From an optimization exercise on the open Yosys and OpenROAD flow, aimed at small area, a short achievable clock period and few clock cycles per item; shortcuts taken in it are not production practice.

Setup of raven:
## muldiv
module muldiv(clk, reset, CtoM, CtoD, A, B, High, Low, MtoC, DtoC, DivZero);
  input clk;
  input reset;
  input CtoM;
  input CtoD;
  input [31:0] A;
  input [31:0] B;
  output [31:0] High;
  output [31:0] Low;
  output MtoC;
  output DtoC;
  output DivZero;
  reg s_abs, s_setup, s_mit, s_dit, s_fix;
  reg [31:0] H, L, M;
  reg [5:0] cnt;
  reg [4:0] shamt;
  reg ashort, zflag, bzero;
  reg isdiv, sA, sB;
  reg mdone, ddone, dzero;
  assign High = H;
  assign Low = L;
  assign MtoC = mdone;
  assign DtoC = ddone;
  assign DivZero = dzero;
  function [5:0] lzc;
    input [31:0] x;
    reg [7:0] nz;
    reg [1:0] c [0:7];
    reg [3:0] v;
    integer i;
    begin
      for (i = 0; i < 8; i = i + 1) begin
        v = x[4*i +: 4];
        nz[i] = |v;
        c[i] = v[3] ? 2'd0 : v[2] ? 2'd1 : v[1] ? 2'd2 : 2'd3;
      end
      lzc = nz[7] ? {3'd0, c[7]} :
            nz[6] ? {3'd1, c[6]} :
            nz[5] ? {3'd2, c[5]} :
            nz[4] ? {3'd3, c[4]} :
            nz[3] ? {3'd4, c[3]} :
            nz[2] ? {3'd5, c[2]} :
            nz[1] ? {3'd6, c[1]} :
            nz[0] ? {3'd7, c[0]} : 6'd32;
    end
  endfunction
  function [32:0] add32;
    input [31:0] a;
  ...
Settings: LEC_CHECK=0, ABC_AREA=1, CAP_MARGIN=20, CORE_MARGIN=2, CORE_UTILIZATION=40, SETUP_SLACK_MARGIN=4.0, SLEW_MARGIN=20; clock period 8.0 ns.
run.sh (not shown) runs the stock make flow with config.mk's settings and CLKGATE_MAP_FILE= SYNTH_SCRIPT=/design/flow/synth_recipe.tcl, a recipe that flattens the netlist after the stock synthesis.
### raven -> harbor
Settings: SETUP_SLACK_MARGIN changed from 4.0 to 3.0.
Findings:
Taking raven as the reference, in harbor via count went down 814; number of combinational gates with multiple inputs held.
harbor against raven: wire length of the first global-routing pass -7800 um, total length of routed met2 wires ~0 delta, multi-input logic portion of the cell area -0.24 points.
Input changes introduced in nickel (baseline for comparison: harbor):
Settings: SETUP_SLACK_MARGIN now 4.5, was 3.0.
Notes after the runs:
- Cmp nickel and harbor / buffers inserted during post-CTS setup optimization / lower: harbor
- Compared with harbor, placement density in the core of nickel is higher.
- Maximum fanout count along the critical path delta for nickel relative to harbor: 40 lower
- Non-clock buffer count, nickel vs harbor: up by more than 10%
- Cmp nickel vs harbor: post-detailed-placement half-perimeter wirelength lower in nickel
- | worst slack after detailed placement | nickel vs harbor | 0.28 ns lower |
- Diff harbor..nickel | detailed-route DRC error count | unchanged
- harbor → nickel: total routed wirelength shows an increase of 3.8%; required time of the worst setup path shows a reduction of 0.02 ns.
Function was not checked in any run of this note: the RTL went through the layout flow alone.


Setup of job 101:
The RTL this note starts from:
==> flow/design.v <==
module muldiv(clk, reset, CtoM, CtoD, A, B, High, Low, MtoC, DtoC, DivZero);
  input clk;
  input reset;
  input CtoM;
  input CtoD;
  input [31:0] A;
  input [31:0] B;
  output [31:0] High;
  output [31:0] Low;
  output MtoC;
  output DtoC;
  output DivZero;
  localparam IDLE = 3'd0, ABS = 3'd1, SETUP = 3'd2, ITER = 3'd3, FIX = 3'd4;
  reg [2:0] st;
  reg [31:0] H, L, M;
  reg [5:0] cnt;
  reg isdiv, sA, sB;
  reg mdone, ddone, dzero;
  assign High = H;
  assign Low = L;
  assign MtoC = mdone;
  assign DtoC = ddone;
  assign DivZero = dzero;
  function [5:0] blen;
    input [31:0] x;
    integer i;
    begin
      blen = 6'd0;
      for (i = 0; i < 32; i = i + 1)
        if (x[i]) blen = i + 1;
    end
  endfunction
  wire [5:0] la = blen(L);
  wire [5:0] lb = blen(H);
  wire a_short = (la <= lb);
  wire [5:0] n = a_short ? la : lb;
  wire [5:0] ldiff = la - lb;
  wire [31:0] sh_in = (!isdiv && a_short) ? L : H;
  wire [4:0] sh_amt = isdiv ? ldiff[4:0] : (6'd32 - n);
  wire [31:0] sh_out = sh_in << sh_amt;
  wire in_abs = (st == ABS);
  wire in_iter = (st == ITER);
  wire in_fix = (st == FIX);
  wire mstep = in_iter && !isdiv;
  wire dstep = in_iter && isdiv;
  wire [31:0] ax = mstep ? {L[30:0], 1'b0} :
                   (in_abs ? (L ^ {32{sA}}) : (dstep ? L : ~L));
  wire [31:0] ay = mstep ? (H[31] ? M : 32'd0) : (dstep ? ~M : 32'd0);
  wire acin = in_abs ? sA : !mstep;
  wire [32:0] asum = {1'b0, ax} + {1'b0, ay} + {32'd0, acin};
  wire ac = asum[32];
  wire [31:0] hx = mstep ? {H[30:0], L[31]} : (in_abs ? (H ^ {32{sB}}) : ~H);
  wire hci = in_abs ? sB : ((mstep || !isdiv) ? ac : 1'b1);
  wire [31:0] hsum = hx + {31'd0, hci};
  wire negH = sA ^ sB;
  wire negL = isdiv ? sA : (sA ^ sB);
  wire last = (cnt == 6'd1);
  always @(posedge clk) begin
    mdone <= 1'b0;
    ddone <= 1'b0;
    if (reset) begin
      st <= IDLE;
      dzero <= 1'b0;
    end
    else begin
      case (st)
        IDLE: begin
          if (CtoM || CtoD) begin
            H <= B;
            L <= A;
            sA <= A[31];
            sB <= B[31];
            isdiv <= CtoD;
            st <= ABS;
          end
        end
        ABS: begin
          L <= asum[31:0];
          H <= hsum;
          st <= SETUP;
        end
        SETUP: begin
          if (!isdiv) begin
            M <= a_short ? H : L;
            H <= sh_out;
            L <= 32'd0;
            cnt <= n;
            if (n == 6'd0) begin
              H <= 32'd0;
              st <= IDLE;
              mdone <= 1'b1;
            end
            else st <= ITER;
          end
          else begin
            M <= sh_out;
            H <= 32'd0;
            cnt <= ldiff + 6'd1;
            if (lb == 6'd0) begin
              st <= IDLE;
              ddone <= 1'b1;
              dzero <= 1'b1;
            end
            else if (la < lb) begin
              dzero <= 1'b0;
              if (sA) st <= FIX;
              else begin
                st <= IDLE;
                ddone <= 1'b1;
              end
            end
            else begin
              dzero <= 1'b0;
              st <= ITER;
            end
          end
        end
        ITER: begin
          cnt <= cnt - 6'd1;
          if (isdiv) begin
            if (ac) L <= asum[31:0];
            H <= {H[30:0], ac};
            M <= {1'b0, M[31:1]};
          end
          else begin
            L <= asum[31:0];
            H <= hsum;
          end
          if (last) begin
            if (isdiv ? (sA || sB) : (sA ^ sB)) st <= FIX;
            else begin
              st <= IDLE;
              mdone <= !isdiv;
              ddone <= isdiv;
            end
          end
        end
        FIX: begin
          if (negL) L <= asum[31:0];
          if (negH) H <= hsum;
          st <= IDLE;
          mdone <= !isdiv;
          ddone <= isdiv;
        end
        default: st <= IDLE;
      endcase
    end
  end
endmodule
make LEC_CHECK=0 ABC_CLOCK_PERIOD_IN_PS=4500 CAP_MARGIN=20 CORE_MARGIN=2 CORE_UTILIZATION=40 SETUP_SLACK_MARGIN=3.5 SLEW_MARGIN=20 finish   # period 8.0 ns
[inputs] job 102 vs job 101
--- a/flow/config.mk
+++ b/flow/config.mk
@@ -7,3 +7,3 @@
 export LEC_CHECK = 0
-export ABC_CLOCK_PERIOD_IN_PS = 4500
+export ABC_CLOCK_PERIOD_IN_PS = 3500
 export CAP_MARGIN = 20
@@ -11,3 +11,3 @@
 export CORE_UTILIZATION = 40
-export SETUP_SLACK_MARGIN = 3.5
+export SETUP_SLACK_MARGIN = 4.5
 export SLEW_MARGIN = 20
Notes after the runs:
Job 102: done, clean on timing, DRC and antenna
Looking at job 102 and job 101, the fraction of standard cell area that is sequential is a wash.
Share of the clock period used by the worst path: job 101 vs job 102, no meaningful difference
Changes observed in job 102 relative to job 101: met2 wire length dropped 3.9%, fmax barely changed.
Job 102 against job 101: global routing usage summed across all routing layers decreased by 1.4 points relative to the old numbers, setup slack shows a reduction of 0.0063 ns.
## Diff of input files: job 103 against job 102
--- a/flow/config.mk
+++ b/flow/config.mk
@@ -7,3 +7,2 @@
 export LEC_CHECK = 0
-export ABC_CLOCK_PERIOD_IN_PS = 3500
 export CAP_MARGIN = 20
@@ -11,3 +10,2 @@
 export CORE_UTILIZATION = 40
-export SETUP_SLACK_MARGIN = 4.5
 export SLEW_MARGIN = 20
--- outcome ---
- Number of antenna violations at the first check in global routing down 2 in job 103 wrt job 102
- On final weighted congestion in routability-driven placement: between job 103 and job 102, it ends up higher for job 103.
- The setup slack of job 103 is smaller than that of job 102.
- From job 103 to job 102, number of nets still failing antenna checks after routing did not move at all.
No run of this note included a check of the RTL's function; only the layout flow was run.

re-timing with driven ports:
No port has a modelled driver above. Below, the same layouts with a new extraction and two added sets of constraints.
Step 1 (the two cells are an assumption about what drives the block):
set clk [get_ports {clk}]
set_driving_cell -lib_cell sky130_fd_sc_hd__clkbuf_16 $clk
set_driving_cell -lib_cell sky130_fd_sc_hd__buf_2 [delete_from_list [all_inputs] $clk]
Step 2 moves the port delays by t, midway between the first and last clock arrival at a register: inputs arrive t later, outputs are due t later. That takes back most of the time a late clock gives input paths.
a / b / c = ideal / step 1 / step 2; a / b = the first two.
run | t, ns | setup WS [ns] | cell pins on the clock port's net
raven | 0.512 | 3.493 / 3.493 / 3.293 | 1
harbor | 0.524 | 3.134 / 3.134 / 3.134 | 1
nickel | 0.511 | 3.600 / 3.600 / 3.343 | 1
job 101 | 0.449 | 1.218 / 1.218 / 1.218 | 1
job 102 | 0.444 | 1.212 / 1.212 / 1.212 | 1
job 103 | 0.433 | 0.566 / 0.566 / 0.566 | 1
After both steps setup and hold are still met in every run listed. For nickel, which loses most, drivers alone change the setup slack by 0.000 ns; drivers and shift together by -0.257 ns.
